This is an optimization exercise on Yosys and OpenROAD, whose aim is small area, not a production implementation.
The RTL was checked by simulation tests, not by an equivalence proof against the original design.
No driver is modelled on the clock port, so clock power and skew are understated where the tree is cut down; a real chip needs a root buffer or a tree.

==> run a: inputs <==
==> flow/design.v <==
`timescale 1ns / 1ps
module pingpong_fft_controller (
    input  wire        clk,
    input  wire        rst,
    input  wire [31:0] fft_data_in,
    input  wire        fft_data_valid,
    output wire [14:0] bram_addra,
    output wire [31:0] bram_dina,
    output wire        bram_wea,
    output wire        bram_ena,
    input  wire [31:0] bram_douta,
    output wire [14:0] bram_addrb,
    output wire [31:0] bram_dinb,
    output wire        bram_web,
    output wire        bram_enb,
    input  wire [31:0] bram_doutb,
    output reg  [31:0] fft_doppler_input,
    output wire        fft_doppler_valid,
    output wire        fft_doppler_last
);
    reg        act;        
    reg        wr;         
    reg        nx_a;       
    reg        nx_b;       
    reg        rd_a;       
    reg        rd_b;       
    reg [14:0] wn;         
    reg [14:0] rn;         
    reg [31:0] din;
    wire started   = nx_a | nx_b;                    
    wire write     = started & fft_data_valid;       
    wire swap      = write & (wn == 15'd1);          
    wire sw        = wr & (wn == 15'd0);             
    wire row_wrap  = ~(|rn[14:7]);
    always @(posedge clk or posedge rst) begin
        if (rst) begin
            act     <= 1'b0;
            wr      <= 1'b0;
            nx_a    <= 1'b0;
            nx_b    <= 1'b0;
        end else begin
            act     <= act | sw;
            wr      <= write;
            if (swap) begin
                nx_a <= nx_b;
                nx_b <= nx_a;
            end else if (!started && fft_data_valid) begin
                nx_b <= 1'b1;
            end
        end
    end
    always @(posedge clk) begin
        rd_a <= nx_a;
        rd_b <= nx_b;
    end
    always @(posedge clk) begin
        if (!started)
            wn <= 15'd0;
        else if (write)
            wn <= wn - 15'd1;
    end
    always @(posedge clk) begin
        if (!act) begin
            rn <= 15'h7fff;
        end else begin
            rn[14:7] <= rn[14:7] - 8'd1;
            if (row_wrap)
                rn[6:0] <= rn[6:0] - 7'd1;
            else if (sw)
                rn[6:0] <= 7'h7f;
        end
    end
    always @(posedge clk) begin
        din               <= fft_data_in;
        fft_doppler_input <= ({32{nx_a}} & bram_douta) | ({32{nx_b}} & bram_doutb);
    end
    assign bram_addra = ~(({15{rd_b}} & wn) | ({15{rd_a}} & rn));
    assign bram_addrb = ~(({15{rd_a}} & wn) | ({15{rd_b}} & rn));
    assign bram_dina  = din;
    assign bram_dinb  = din;
    assign bram_wea   = rd_b;
    assign bram_web   = rd_a;
    assign bram_ena   = (act & rd_a) | (wr & rd_b);
    assign bram_enb   = (act & rd_b) | (wr & rd_a);
    assign fft_doppler_valid = act & (|rn);
    assign fft_doppler_last  = row_wrap;
endmodule
==> flow/flow/run.sh <==
#!/bin/bash
# Own layout flow: the standard ORFS flow (standard.sh), with these changes:
#  - synthesis maps logic with an area-oriented ABC script (flow/abc_area.script)
#    instead of ORFS's speed script; everything else in synthesis is the standard flow's own
#    script (synth_recipe.tcl), so the registers are the standard ones;
#  - half and full adder cells are not used (added to the platform's
#    DONT_USE_CELLS), which leaves adders to ABC as plain logic;
#  - the port buffers that global placement inserts are sky130_fd_sc_hd__buf_1;
#  - after repair_design, cells on paths with slack to spare are downsized;
#  - CTS inserts no dummy loads, and after CTS the clock tree is rebuilt as one
#    root buffer and a few leaf buffers (flow/post_cts.tcl).
# Each step's full output goes to a log file in this folder (and ORFS's own logs
# under orfs/logs).
set -euo pipefail
here=$(pwd)
{
  echo 'proc abc {args} {'
  echo '  set i [lsearch -exact $args -script]'
  echo "  if {\$i >= 0} { lset args [expr {\$i + 1}] {$here/flow/abc_area.script} }"
  echo '  yosys abc {*}$args'
  echo '}'
  cat "$here/synth_recipe.tcl"
} > "$here/own_synth.tcl"
# The platform's own DONT_USE_CELLS, then the adder cells.
dont_use="sky130_fd_sc_hd__probe_p_8 sky130_fd_sc_hd__probec_p_8 sky130_fd_sc_hd__lpflow_bleeder_1 sky130_fd_sc_hd__lpflow_clkbufkapwr_1 sky130_fd_sc_hd__lpflow_clkbufkapwr_16 sky130_fd_sc_hd__lpflow_clkbufkapwr_2 sky130_fd_sc_hd__lpflow_clkbufkapwr_4 sky130_fd_sc_hd__lpflow_clkbufkapwr_8 sky130_fd_sc_hd__lpflow_clkinvkapwr_1 sky130_fd_sc_hd__lpflow_clkinvkapwr_16 sky130_fd_sc_hd__lpflow_clkinvkapwr_2 sky130_fd_sc_hd__lpflow_clkinvkapwr_4 sky130_fd_sc_hd__lpflow_clkinvkapwr_8 sky130_fd_sc_hd__lpflow_decapkapwr_12 sky130_fd_sc_hd__lpflow_decapkapwr_3 sky130_fd_sc_hd__lpflow_decapkapwr_4 sky130_fd_sc_hd__lpflow_decapkapwr_6 sky130_fd_sc_hd__lpflow_decapkapwr_8 sky130_fd_sc_hd__lpflow_inputiso0n_1 sky130_fd_sc_hd__lpflow_inputiso0p_1 sky130_fd_sc_hd__lpflow_inputiso1n_1 sky130_fd_sc_hd__lpflow_inputiso1p_1 sky130_fd_sc_hd__lpflow_inputisolatch_1 sky130_fd_sc_hd__lpflow_isobufsrc_1 sky130_fd_sc_hd__lpflow_isobufsrc_16 sky130_fd_sc_hd__lpflow_isobufsrc_2 sky130_fd_sc_hd__lpflow_isobufsrc_4 sky130_fd_sc_hd__lpflow_isobufsrc_8 sky130_fd_sc_hd__lpflow_isobufsrckapwr_16 sky130_fd_sc_hd__lpflow_lsbuf_lh_hl_isowell_tap_1 sky130_fd_sc_hd__lpflow_lsbuf_lh_hl_isowell_tap_2 sky130_fd_sc_hd__lpflow_lsbuf_lh_hl_isowell_tap_4 sky130_fd_sc_hd__lpflow_lsbuf_lh_isowell_4 sky130_fd_sc_hd__lpflow_lsbuf_lh_isowell_tap_1 sky130_fd_sc_hd__lpflow_lsbuf_lh_isowell_tap_2 sky130_fd_sc_hd__lpflow_lsbuf_lh_isowell_tap_4"
dont_use+=" sky130_fd_sc_hd__ha_1 sky130_fd_sc_hd__ha_2 sky130_fd_sc_hd__ha_4 sky130_fd_sc_hd__fa_1 sky130_fd_sc_hd__fa_2 sky130_fd_sc_hd__fa_4 sky130_fd_sc_hd__fah_1 sky130_fd_sc_hd__fahcin_1 sky130_fd_sc_hd__fahcon_1"
export BUFFER_PORTS_ARGS="-buffer_cell sky130_fd_sc_hd__buf_1"
export PRE_GLOBAL_PLACE_TCL="$here/flow/pre_global_place.tcl"
export POST_RESIZE_TCL="$here/flow/post_resize.tcl"
export CTS_ARGS="-sink_clustering_enable -repair_clock_nets -dont_use_dummy_load"
export POST_CTS_TCL="$here/flow/post_cts.tcl"
export CT_ROOT=sky130_fd_sc_hd__inv_6 CT_LEAF=sky130_fd_sc_hd__inv_8 CT_LEAVES=5
bash standard.sh SYNTH_SCRIPT="$here/own_synth.tcl" "DONT_USE_CELLS=$dont_use" synth > "$here/synth.log" 2>&1
bash standard.sh SYNTH_SCRIPT="$here/own_synth.tcl" "DONT_USE_CELLS=$dont_use" finish > "$here/layout.log" 2>&1
==> flow/flow/abc_area.script <==
strash
dc2
balance
rewrite
refactor
balance
rewrite
rewrite -z
balance
refactor -z
rewrite -z
balance
&get -n
&dch -f
&nf -R 1000
&put
topo
dnsize -c
==> flow/flow/clock_tree.tcl <==
# Rebuild the clock tree as one root buffer driving CT_LEAVES leaf buffers,
# each placed at the centre of a cluster of flip-flops (k-means on position).
# The output pin of a one-input cell (X of a buffer, Y of an inverter).
proc ct_out {inst} {
  foreach it [$inst getITerms] {
    if {[$it isOutputSignal]} { return $it }
  }
  error "no output pin on [$inst getName]"
}

proc ct_rebuild {root_master leaf_master nleaves} {
  set block [ord::get_db_block]
  set db [ord::get_db]
  set clk [$block findNet clk]
  # Collect sinks below the existing clock buffers and remove those buffers.
  set sinks {}
  set todo [list $clk]
  set dead_insts {}
  set dead_nets {}
  while {[llength $todo]} {
    set net [lindex $todo 0]
    set todo [lrange $todo 1 end]
    foreach it [$net getITerms] {
      if {![$it isInputSignal] && [$it getIoType] ne "INPUT"} continue
      set inst [$it getInst]
      set m [[$inst getMaster] getName]
      if {[string match "clkbuf_*" [$inst getName]] || [string match "clkload*" [$inst getName]] || [string match "clkinv*" [$inst getName]]} {
        lappend dead_insts $inst
        foreach o [$inst getITerms] {
          if {[$o isOutputSignal] && [$o getNet] ne "NULL"} { lappend todo [$o getNet]; lappend dead_nets [$o getNet] }
        }
      } else {
        lappend sinks $it
      }
    }
  }
  foreach it $sinks { $it disconnect }
  foreach inst $dead_insts { odb::dbInst_destroy $inst }
  foreach net $dead_nets { odb::dbNet_destroy $net }
  # Sink positions.
  set pts {}
  foreach it $sinks {
    set bb [[$it getInst] getBBox]
    lappend pts [list [expr {([$bb xMin] + [$bb xMax]) / 2}] [expr {([$bb yMin] + [$bb yMax]) / 2}]]
  }
  set n [llength $sinks]
  # k-means, seeded by sorting on angle around the centre.
  set cx 0; set cy 0
  foreach p $pts { set cx [expr {$cx + [lindex $p 0]}]; set cy [expr {$cy + [lindex $p 1]}] }
  set cx [expr {double($cx) / $n}]; set cy [expr {double($cy) / $n}]
  set cent {}
  for {set k 0} {$k < $nleaves} {incr k} {
    set a [expr {2 * 3.14159265 * ($k + 0.5) / $nleaves}]
    lappend cent [list [expr {$cx + 20000 * cos($a)}] [expr {$cy + 20000 * sin($a)}]]
  }
  set cap [expr {int(ceil(double($n) / $nleaves)) + 2}]
  for {set iter 0} {$iter < 30} {incr iter} {
    # balanced assignment: greedy by distance with a size cap
    set pairs {}
    for {set i 0} {$i < $n} {incr i} {
      for {set k 0} {$k < $nleaves} {incr k} {
        set d [expr {abs([lindex $pts $i 0] - [lindex $cent $k 0]) + abs([lindex $pts $i 1] - [lindex $cent $k 1])}]
        lappend pairs [list $d $i $k]
      }
    }
    set pairs [lsort -real -index 0 $pairs]
    set asg [lrepeat $n -1]
    set cnt [lrepeat $nleaves 0]
    foreach pr $pairs {
      lassign $pr d i k
      if {[lindex $asg $i] >= 0 || [lindex $cnt $k] >= $cap} continue
      lset asg $i $k
      lset cnt $k [expr {[lindex $cnt $k] + 1}]
    }
    set newc {}
    for {set k 0} {$k < $nleaves} {incr k} {
      set sx 0; set sy 0; set c 0
      for {set i 0} {$i < $n} {incr i} {
        if {[lindex $asg $i] == $k} { set sx [expr {$sx + [lindex $pts $i 0]}]; set sy [expr {$sy + [lindex $pts $i 1]}]; incr c }
      }
      if {$c} { lappend newc [list [expr {double($sx) / $c}] [expr {double($sy) / $c}]] } else { lappend newc [lindex $cent $k] }
    }
    set cent $newc
  }
  # Root buffer.
  set rnet [odb::dbNet_create $block clknet_root]
  $rnet setSigType CLOCK
  set root [odb::dbInst_create $block [$db findMaster $root_master] clkbuf_root]
  [$root findITerm A] connect $clk
  [ct_out $root] connect $rnet
  set rx 0; set ry 0
  for {set k 0} {$k < $nleaves} {incr k} {
    set lnet [odb::dbNet_create $block clknet_leaf_$k]
    $lnet setSigType CLOCK
    set leaf [odb::dbInst_create $block [$db findMaster $leaf_master] clkbuf_leaf_$k]
    [$leaf findITerm A] connect $rnet
    [ct_out $leaf] connect $lnet
    for {set i 0} {$i < $n} {incr i} {
      if {[lindex $asg $i] == $k} { [lindex $sinks $i] connect $lnet }
    }
    set x [expr {int([lindex $cent $k 0])}]; set y [expr {int([lindex $cent $k 1])}]
    $leaf setLocation $x $y
    $leaf setPlacementStatus PLACED
    set rx [expr {$rx + $x}]; set ry [expr {$ry + $y}]
    puts "clock leaf $k: [lindex $cnt $k] sinks at $x $y"
  }
  $root setLocation [expr {$rx / $nleaves}] [expr {$ry / $nleaves}]
  $root setPlacementStatus PLACED
}
==> flow/flow/post_cts.tcl <==
# Replace the clock tree that CTS built with a two-level tree: one root buffer
# driving a few leaf buffers, each at the centre of a cluster of flip-flops.
source [file join [file dirname [info script]] clock_tree.tcl]
ct_rebuild $::env(CT_ROOT) $::env(CT_LEAF) $::env(CT_LEAVES)
detailed_placement
check_placement -verbose
estimate_parasitics -placement
report_clock_skew
report_worst_slack -max
report_worst_slack -min
==> flow/flow/post_resize.tcl <==
# Downsize cells that have timing slack to spare.
log_cmd repair_timing -setup -recover_power 100 -match_cell_footprint
==> flow/flow/pre_global_place.tcl <==
# Global placement is not timing driven here, so remove the buffers that
# synthesis inserted, as timing-driven global placement would.
remove_buffers
==> flow/standard.sh <==
#!/bin/bash
# synth_recipe.tcl (not shown) runs the flow's synth.tcl, then flattens the netlist and writes it again
# the make line also repeats each setting of config.mk as NAME=value (left out here)
make -C /OpenROAD-flow-scripts/flow DESIGN_CONFIG=/design/flow/config.mk WORK_HOME=/design/flow/orfs CLKGATE_MAP_FILE= SYNTH_SCRIPT=/design/flow/synth_recipe.tcl "${@:-finish}"
==> flow/config.mk <==
export PLATFORM = sky130hd
export DESIGN_NAME = pingpong_fft_controller
export DESIGN_NICKNAME = pingpong_fft_controller
export VERILOG_FILES = /design/flow/design.v
export SDC_FILE = /design/flow/constraint.sdc
export NUM_CORES = 4
export LEC_CHECK = 0
export CAP_MARGIN = 20
export CORE_MARGIN = 2
export CORE_UTILIZATION = 65
export GPL_TIMING_DRIVEN = 0
export SLEW_MARGIN = 20
==> flow/constraint.sdc <==
create_clock -name core_clock -period 5.0 [get_ports {clk}]
set_input_delay 1.0000 -clock core_clock [delete_from_list [all_inputs] [get_ports {clk}]]
set_output_delay 1.0000 -clock core_clock [all_outputs]
set_load 0.01 [all_outputs]
==> run b: changes against run a <==
--- a/flow/flow/run.sh
+++ b/flow/flow/run.sh
@@ -25,10 +25,9 @@
 dont_use="sky130_fd_sc_hd__probe_p_8 sky130_fd_sc_hd__probec_p_8 sky130_fd_sc_hd__lpflow_bleeder_1 sky130_fd_sc_hd__lpflow_clkbufkapwr_1 sky130_fd_sc_hd__lpflow_clkbufkapwr_16 sky130_fd_sc_hd__lpflow_clkbufkapwr_2 sky130_fd_sc_hd__lpflow_clkbufkapwr_4 sky130_fd_sc_hd__lpflow_clkbufkapwr_8 sky130_fd_sc_hd__lpflow_clkinvkapwr_1 sky130_fd_sc_hd__lpflow_clkinvkapwr_16 sky130_fd_sc_hd__lpflow_clkinvkapwr_2 sky130_fd_sc_hd__lpflow_clkinvkapwr_4 sky130_fd_sc_hd__lpflow_clkinvkapwr_8 sky130_fd_sc_hd__lpflow_decapkapwr_12 sky130_fd_sc_hd__lpflow_decapkapwr_3 sky130_fd_sc_hd__lpflow_decapkapwr_4 sky130_fd_sc_hd__lpflow_decapkapwr_6 sky130_fd_sc_hd__lpflow_decapkapwr_8 sky130_fd_sc_hd__lpflow_inputiso0n_1 sky130_fd_sc_hd__lpflow_inputiso0p_1 sky130_fd_sc_hd__lpflow_inputiso1n_1 sky130_fd_sc_hd__lpflow_inputiso1p_1 sky130_fd_sc_hd__lpflow_inputisolatch_1 sky130_fd_sc_hd__lpflow_isobufsrc_1 sky130_fd_sc_hd__lpflow_isobufsrc_16 sky130_fd_sc_hd__lpflow_isobufsrc_2 sky130_fd_sc_hd__lpflow_isobufsrc_4 sky130_fd_sc_hd__lpflow_isobufsrc_8 sky130_fd_sc_hd__lpflow_isobufsrckapwr_16 sky130_fd_sc_hd__lpflow_lsbuf_lh_hl_isowell_tap_1 sky130_fd_sc_hd__lpflow_lsbuf_lh_hl_isowell_tap_2 sky130_fd_sc_hd__lpflow_lsbuf_lh_hl_isowell_tap_4 sky130_fd_sc_hd__lpflow_lsbuf_lh_isowell_4 sky130_fd_sc_hd__lpflow_lsbuf_lh_isowell_tap_1 sky130_fd_sc_hd__lpflow_lsbuf_lh_isowell_tap_2 sky130_fd_sc_hd__lpflow_lsbuf_lh_isowell_tap_4"
 dont_use+=" sky130_fd_sc_hd__ha_1 sky130_fd_sc_hd__ha_2 sky130_fd_sc_hd__ha_4 sky130_fd_sc_hd__fa_1 sky130_fd_sc_hd__fa_2 sky130_fd_sc_hd__fa_4 sky130_fd_sc_hd__fah_1 sky130_fd_sc_hd__fahcin_1 sky130_fd_sc_hd__fahcon_1"
 export BUFFER_PORTS_ARGS="-buffer_cell sky130_fd_sc_hd__buf_1"
-export PRE_GLOBAL_PLACE_TCL="$here/flow/pre_global_place.tcl"
 export POST_RESIZE_TCL="$here/flow/post_resize.tcl"
 export CTS_ARGS="-sink_clustering_enable -repair_clock_nets -dont_use_dummy_load"
 export POST_CTS_TCL="$here/flow/post_cts.tcl"
-export CT_ROOT=sky130_fd_sc_hd__inv_6 CT_LEAF=sky130_fd_sc_hd__inv_8 CT_LEAVES=5
+export CT_ROOT=sky130_fd_sc_hd__clkbuf_4 CT_LEAF=sky130_fd_sc_hd__clkbuf_8 CT_LEAVES=6
 bash standard.sh SYNTH_SCRIPT="$here/own_synth.tcl" "DONT_USE_CELLS=$dont_use" synth > "$here/synth.log" 2>&1
 bash standard.sh SYNTH_SCRIPT="$here/own_synth.tcl" "DONT_USE_CELLS=$dont_use" finish > "$here/layout.log" 2>&1
--- a/flow/flow/clock_tree.tcl
+++ b/flow/flow/clock_tree.tcl
@@ -1,13 +1,5 @@
 # Rebuild the clock tree as one root buffer driving CT_LEAVES leaf buffers,
 # each placed at the centre of a cluster of flip-flops (k-means on position).
-# The output pin of a one-input cell (X of a buffer, Y of an inverter).
-proc ct_out {inst} {
-  foreach it [$inst getITerms] {
-    if {[$it isOutputSignal]} { return $it }
-  }
-  error "no output pin on [$inst getName]"
-}
-
 proc ct_rebuild {root_master leaf_master nleaves} {
   set block [ord::get_db_block]
   set db [ord::get_db]
@@ -24,7 +16,7 @@
       if {![$it isInputSignal] && [$it getIoType] ne "INPUT"} continue
       set inst [$it getInst]
       set m [[$inst getMaster] getName]
-      if {[string match "clkbuf_*" [$inst getName]] || [string match "clkload*" [$inst getName]] || [string match "clkinv*" [$inst getName]]} {
+      if {[string match "sky130_fd_sc_hd__clkbuf_*" $m] || [string match "sky130_fd_sc_hd__clkinv*" $m] || [string match "clkload*" [$inst getName]]} {
         lappend dead_insts $inst
         foreach o [$inst getITerms] {
           if {[$o isOutputSignal] && [$o getNet] ne "NULL"} { lappend todo [$o getNet]; lappend dead_nets [$o getNet] }
@@ -87,14 +79,14 @@
   $rnet setSigType CLOCK
   set root [odb::dbInst_create $block [$db findMaster $root_master] clkbuf_root]
   [$root findITerm A] connect $clk
-  [ct_out $root] connect $rnet
+  [$root findITerm X] connect $rnet
   set rx 0; set ry 0
   for {set k 0} {$k < $nleaves} {incr k} {
     set lnet [odb::dbNet_create $block clknet_leaf_$k]
     $lnet setSigType CLOCK
     set leaf [odb::dbInst_create $block [$db findMaster $leaf_master] clkbuf_leaf_$k]
     [$leaf findITerm A] connect $rnet
-    [ct_out $leaf] connect $lnet
+    [$leaf findITerm X] connect $lnet
     for {set i 0} {$i < $n} {incr i} {
       if {[lindex $asg $i] == $k} { [lindex $sinks $i] connect $lnet }
     }
CORE_UTILIZATION = 80   (was 65)
GPL_TIMING_DRIVEN = unset   (was 0)
removed: flow/flow/pre_global_place.tcl
==> run summary <==
Run b stopped in 3_3_place_gp. Run a produced a clean layout. In synthesized area, run a and run b do not differ. In synthesized cell count, run a and run b do not differ.
==> figures <==
| quantity | run b | run a |
|---|---|---|
| Status | did not finish | no timing/DRC/antenna violations |
| Last stage reached | 3_3_place_gp | - |
| Yosys Warn Count | 1 | 1 |
| Y dimension of the die | 68.7 um | 75.7 um |
| Initial core utilization | 0.836 | 0.664 |
| Die outline width | 68.7 um | 75.7 um |
| Number of synthesized flops with an enable pin | 0 | 0 |
| Async S/R FF share, synth | 0.0400 | 0.0400 |
| Std-Cell Rows | 23 | 26 |
| Synth Area in Adders | 0 | 0 |
| Library cell with the highest instance count after synthesis | dfxtp_1 | dfxtp_1 |
The clock cells of run a come from the design's own scripts or RTL, not from TritonCTS.

[static timing again, ports no longer ideal]
The results above use ideal ports. As a check the final layout listed here was re-extracted and re-timed, cells and wires unchanged. Step 1 sets driving cells, clkbuf_16 on the clock port and buf_2 on the other inputs (assumed; they add their load-dependent delay and slew). Step 2 adds t to the input delays and takes it off the output delays; t is the mean of the earliest and latest rising clock arrival at the registers after step 1. Input paths then give back, and output paths get back, about the clock's delay inside the block. a / b / c = ideal / step 1 / step 2; a / b = the first two.
run: run a
t, ns: 0.229
setup WS [ns]: 1.043 / 1.001 / 1.230
hold slack, ns: 0.466 / 0.466 / 0.466
worst setup path after step 2: register to output
slew at the worst register clock pin (ns): 0.11 / 0.11
After both steps setup and hold are still met in run a. For run a, drivers alone change the setup slack by -0.042 ns; drivers and shift together by +0.187 ns.
